From an optimization exercise on the open Yosys and OpenROAD flow, aimed at small area; shortcuts taken in it are not production practice.
Only simulation tests tie the RTL to the original design; equivalence was not proved.
Power is estimated from default activity; no workload was simulated. The clock port is modelled as an ideal driver; clocking choices that lean on that would not hold on a real chip.

the reference run:
// axi4_straddle_convertor
module axi4_straddle_convertor #
(
    parameter integer AXI_TUSER_L        = 161,
    parameter integer BUFFER_SIZE        = 4
)
(
    input wire                                  ACLK,
    input wire                                  ARESETN,
    input wire [AXI_TUSER_L-1:0]               S_AXIS_TUSER,
    input wire [511:0]                         S_AXIS_TDATA,
    input wire [15:0]                          S_AXIS_TKEEP,
    input wire                                 S_AXIS_TLAST,
    input wire                                 S_AXIS_TVALID,
    output wire                                S_AXIS_TREADY,
    output wire [AXI_TUSER_L-1:0]              M_AXIS_TUSER,
    output wire [511:0]                        M_AXIS_TDATA,
    output wire [15:0]                         M_AXIS_TKEEP,
    output wire                                M_AXIS_TLAST,
    output wire                                M_AXIS_TVALID,
    input wire                                 M_AXIS_TREADY,
    output reg [1:0]                           error_invalid_state
);
Size: ~8700 cells after synthesis, about 160000 um^2 of cells after synthesis.
==> flow/config.mk <==
export PLATFORM = sky130hd
export DESIGN_NAME = axi4_straddle_convertor
export DESIGN_NICKNAME = axi4_straddle_convertor
export VERILOG_FILES = /design/flow/design.v
export SDC_FILE = /design/flow/constraint.sdc
export NUM_CORES = 8
export LEC_CHECK = 0
export CAP_MARGIN = 40
export CORE_MARGIN = 2
export CORE_UTILIZATION = 70
export CTS_BUF_LIST = sky130_fd_sc_hd__clkbuf_16
export CTS_CLUSTER_DIAMETER = 60
export CTS_CLUSTER_SIZE = 30
export SLEW_MARGIN = 40
export SYNTH_HIERARCHICAL = 1
export SYNTH_MINIMUM_KEEP_SIZE = 0
==> flow/constraint.sdc <==
create_clock -name core_clock -period 6.0 [get_ports {ACLK}]
set_input_delay 1.2000 -clock core_clock [delete_from_list [all_inputs] [get_ports {ACLK}]]
set_output_delay 1.2000 -clock core_clock [all_outputs]
set_load 0.01 [all_outputs]
standard.sh (not shown) runs the stock make flow with config.mk's settings and CLKGATE_MAP_FILE= SYNTH_SCRIPT=/design/flow/synth_recipe.tcl, a recipe that flattens the netlist after the stock synthesis.
==> flow/flow/run.sh <==
#!/bin/bash
# Standard synthesis and layout, with two changes: the ports are buffered with buf_1
# (instead of the resizer's default pick), and the clock tree is built without dummy loads.
set -euo pipefail
CTS="-sink_clustering_enable -repair_clock_nets -buf_list sky130_fd_sc_hd__clkbuf_16"
CTS="$CTS -sink_clustering_size 30 -sink_clustering_max_diameter 80 -dont_use_dummy_load"
bash standard.sh synth > synth.log 2>&1
bash standard.sh "BUFFER_PORTS_ARGS=-buffer_cell sky130_fd_sc_hd__buf_1" "CTS_ARGS=$CTS" finish > layout.log 2>&1
The inputs of the trial run differ from those of the reference run as listed below.
-- flow/flow/run.sh --
<<< the reference run, line 6
CTS="$CTS -sink_clustering_size 30 -sink_clustering_max_diameter 80 -dont_use_dummy_load"
>>> the trial run, line 6
CTS="$CTS -sink_clustering_size 30 -sink_clustering_max_diameter 60 -dont_use_dummy_load"
Results
Number of buffers outside the clock class in the layout: the reference run vs the trial run — no meaningful difference
The trial run against the reference run: layout filler cell count went down 145, number of DRC markers after the initial detailed-route iteration went up 182, setup slack of the critical path after layout went down 0.020 ns, total power after layout went up about 2.3%.

---

Another version of the RTL of axi4_straddle_convertor (not shown whole).
Size: roughly 4,300 flip-flops, roughly 1,400 I/O pins, ~0.15 mm² of cells after synthesis.
clock: 6.0 ns
lec_check: 0
cap_margin: 40
core_margin: 2
core_utilization: 70
cts_buf_list: sky130_fd_sc_hd__clkbuf_16
cts_cluster_diameter: 60
cts_cluster_size: 30
slew_margin: 40
synth_hierarchical: 1
synth_minimum_keep_size: 0
==> flow/flow/run.sh <==
#!/bin/bash
# Standard synthesis and layout, with two changes: the ports are buffered with buf_1
# (instead of the resizer's default pick), and the clock tree is built without dummy loads.
set -euo pipefail
CTS="-sink_clustering_enable -repair_clock_nets -buf_list sky130_fd_sc_hd__clkbuf_16"
CTS="$CTS -sink_clustering_size 26 -sink_clustering_max_diameter 80 -dont_use_dummy_load"
bash standard.sh synth > synth.log 2>&1
bash standard.sh "BUFFER_PORTS_ARGS=-buffer_cell sky130_fd_sc_hd__buf_1" "CTS_ARGS=$CTS" finish > layout.log 2>&1
Change:
==> flow/flow/run.sh (replaced) <==
#!/bin/bash
# Standard synthesis and layout, with three changes: the ports are buffered with buf_1
# (instead of the resizer's default pick), the clock tree is built without dummy loads,
# and the layout's repair does not use the largest buffers and inverters (the platform's
# own don't-use list is kept and extended).
set -euo pipefail
CTS="-sink_clustering_enable -repair_clock_nets -buf_list sky130_fd_sc_hd__clkbuf_16"
CTS="$CTS -sink_clustering_size 26 -sink_clustering_max_diameter 80 -dont_use_dummy_load"
DU="sky130_fd_sc_hd__probe_p_8 sky130_fd_sc_hd__probec_p_8 sky130_fd_sc_hd__lpflow_bleeder_1 sky130_fd_sc_hd__lpflow_clkbufkapwr_1 sky130_fd_sc_hd__lpflow_clkbufkapwr_16 sky130_fd_sc_hd__lpflow_clkbufkapwr_2 sky130_fd_sc_hd__lpflow_clkbufkapwr_4 sky130_fd_sc_hd__lpflow_clkbufkapwr_8 sky130_fd_sc_hd__lpflow_clkinvkapwr_1 sky130_fd_sc_hd__lpflow_clkinvkapwr_16 sky130_fd_sc_hd__lpflow_clkinvkapwr_2 sky130_fd_sc_hd__lpflow_clkinvkapwr_4 sky130_fd_sc_hd__lpflow_clkinvkapwr_8 sky130_fd_sc_hd__lpflow_decapkapwr_12 sky130_fd_sc_hd__lpflow_decapkapwr_3 sky130_fd_sc_hd__lpflow_decapkapwr_4 sky130_fd_sc_hd__lpflow_decapkapwr_6 sky130_fd_sc_hd__lpflow_decapkapwr_8 sky130_fd_sc_hd__lpflow_inputiso0n_1 sky130_fd_sc_hd__lpflow_inputiso0p_1 sky130_fd_sc_hd__lpflow_inputiso1n_1 sky130_fd_sc_hd__lpflow_inputiso1p_1 sky130_fd_sc_hd__lpflow_inputisolatch_1 sky130_fd_sc_hd__lpflow_isobufsrc_1 sky130_fd_sc_hd__lpflow_isobufsrc_16 sky130_fd_sc_hd__lpflow_isobufsrc_2 sky130_fd_sc_hd__lpflow_isobufsrc_4 sky130_fd_sc_hd__lpflow_isobufsrc_8 sky130_fd_sc_hd__lpflow_isobufsrckapwr_16 sky130_fd_sc_hd__lpflow_lsbuf_lh_hl_isowell_tap_1 sky130_fd_sc_hd__lpflow_lsbuf_lh_hl_isowell_tap_2 sky130_fd_sc_hd__lpflow_lsbuf_lh_hl_isowell_tap_4 sky130_fd_sc_hd__lpflow_lsbuf_lh_isowell_4 sky130_fd_sc_hd__lpflow_lsbuf_lh_isowell_tap_1 sky130_fd_sc_hd__lpflow_lsbuf_lh_isowell_tap_2 sky130_fd_sc_hd__lpflow_lsbuf_lh_isowell_tap_4"
DU="$DU sky130_fd_sc_hd__buf_8 sky130_fd_sc_hd__buf_12 sky130_fd_sc_hd__buf_16"
DU="$DU sky130_fd_sc_hd__bufbuf_8 sky130_fd_sc_hd__bufbuf_16 sky130_fd_sc_hd__bufinv_8 sky130_fd_sc_hd__bufinv_16"
DU="$DU sky130_fd_sc_hd__inv_12 sky130_fd_sc_hd__inv_16"
bash standard.sh synth > synth.log 2>&1
bash standard.sh "BUFFER_PORTS_ARGS=-buffer_cell sky130_fd_sc_hd__buf_1" "CTS_ARGS=$CTS" "DONT_USE_CELLS=$DU" finish > layout.log 2>&1
Result: Via count is about the same. Area after synthesis stays the same. Non-clock buffer count increases by 290. Worst hold slack is worse by 0.0068 ns. Power decreases slightly. Global-route usage decreases by 0.97 points. Core utilization decreases by 0.30 points.
Change:
--- a/flow/flow/run.sh
+++ b/flow/flow/run.sh
@@ -6,5 +6,5 @@
 set -euo pipefail
 CTS="-sink_clustering_enable -repair_clock_nets -buf_list sky130_fd_sc_hd__clkbuf_16"
-CTS="$CTS -sink_clustering_size 26 -sink_clustering_max_diameter 80 -dont_use_dummy_load"
+CTS="$CTS -sink_clustering_size 28 -sink_clustering_max_diameter 80 -dont_use_dummy_load"
 DU="sky130_fd_sc_hd__probe_p_8 sky130_fd_sc_hd__probec_p_8 sky130_fd_sc_hd__lpflow_bleeder_1 sky130_fd_sc_hd__lpflow_clkbufkapwr_1 sky130_fd_sc_hd__lpflow_clkbufkapwr_16 sky130_fd_sc_hd__lpflow_clkbufkapwr_2 sky130_fd_sc_hd__lpflow_clkbufkapwr_4 sky130_fd_sc_hd__lpflow_clkbufkapwr_8 sky130_fd_sc_hd__lpflow_clkinvkapwr_1 sky130_fd_sc_hd__lpflow_clkinvkapwr_16 sky130_fd_sc_hd__lpflow_clkinvkapwr_2 sky130_fd_sc_hd__lpflow_clkinvkapwr_4 sky130_fd_sc_hd__lpflow_clkinvkapwr_8 sky130_fd_sc_hd__lpflow_decapkapwr_12 sky130_fd_sc_hd__lpflow_decapkapwr_3 sky130_fd_sc_hd__lpflow_decapkapwr_4 sky130_fd_sc_hd__lpflow_decapkapwr_6 sky130_fd_sc_hd__lpflow_decapkapwr_8 sky130_fd_sc_hd__lpflow_inputiso0n_1 sky130_fd_sc_hd__lpflow_inputiso0p_1 sky130_fd_sc_hd__lpflow_inputiso1n_1 sky130_fd_sc_hd__lpflow_inputiso1p_1 sky130_fd_sc_hd__lpflow_inputisolatch_1 sky130_fd_sc_hd__lpflow_isobufsrc_1 sky130_fd_sc_hd__lpflow_isobufsrc_16 sky130_fd_sc_hd__lpflow_isobufsrc_2 sky130_fd_sc_hd__lpflow_isobufsrc_4 sky130_fd_sc_hd__lpflow_isobufsrc_8 sky130_fd_sc_hd__lpflow_isobufsrckapwr_16 sky130_fd_sc_hd__lpflow_lsbuf_lh_hl_isowell_tap_1 sky130_fd_sc_hd__lpflow_lsbuf_lh_hl_isowell_tap_2 sky130_fd_sc_hd__lpflow_lsbuf_lh_hl_isowell_tap_4 sky130_fd_sc_hd__lpflow_lsbuf_lh_isowell_4 sky130_fd_sc_hd__lpflow_lsbuf_lh_isowell_tap_1 sky130_fd_sc_hd__lpflow_lsbuf_lh_isowell_tap_2 sky130_fd_sc_hd__lpflow_lsbuf_lh_isowell_tap_4"
 DU="$DU sky130_fd_sc_hd__buf_8 sky130_fd_sc_hd__buf_12 sky130_fd_sc_hd__buf_16"
Setup slack hardly moves. Wire length hardly moves. Power fell by 0.49%. Global-route usage barely changes. Via count fell by 0.35%.

-- static timing again, ports no longer ideal --
No port has a modelled driver above. Below, the same layouts with a new extraction and two added sets of constraints.
Step 1 assumes that a clkbuf_16 drives the clock port and a buf_2 every other input.
Step 2 times the ports against the registers' clock, not the clock port: input delays grow and output delays shrink by t, the midpoint of the rising clock arrivals with the driver on.
a / b / c = ideal ports / drivers / drivers and shift; a / b = the first two.
| run | shift t [ns] | setup slack, ns | worst register clock-pin slew, ns | cell pins on the clock port's net |
|---|---|---|---|---|
| the reference run | 0.964 | 0.885 / 0.778 / 0.812 | 0.11 / 0.11 | 1 |
| the trial run | 0.975 | 0.865 / 0.767 / 0.838 | 0.11 / 0.11 | 1 |
| the first run of note 2 | 0.972 | 0.928 / 0.818 / 0.592 | 0.10 / 0.10 | 1 |
| the second run of note 2 | 0.986 | 0.645 / 0.540 / 0.731 | 0.11 / 0.11 | 1 |
| the third run of note 2 | 0.976 | 0.647 / 0.541 / 0.709 | 0.11 / 0.11 | 1 |
After both steps every run listed still meets setup and hold. For the first run of note 2, which loses most, drivers alone change the setup slack by -0.110 ns; drivers and shift together by -0.336 ns.
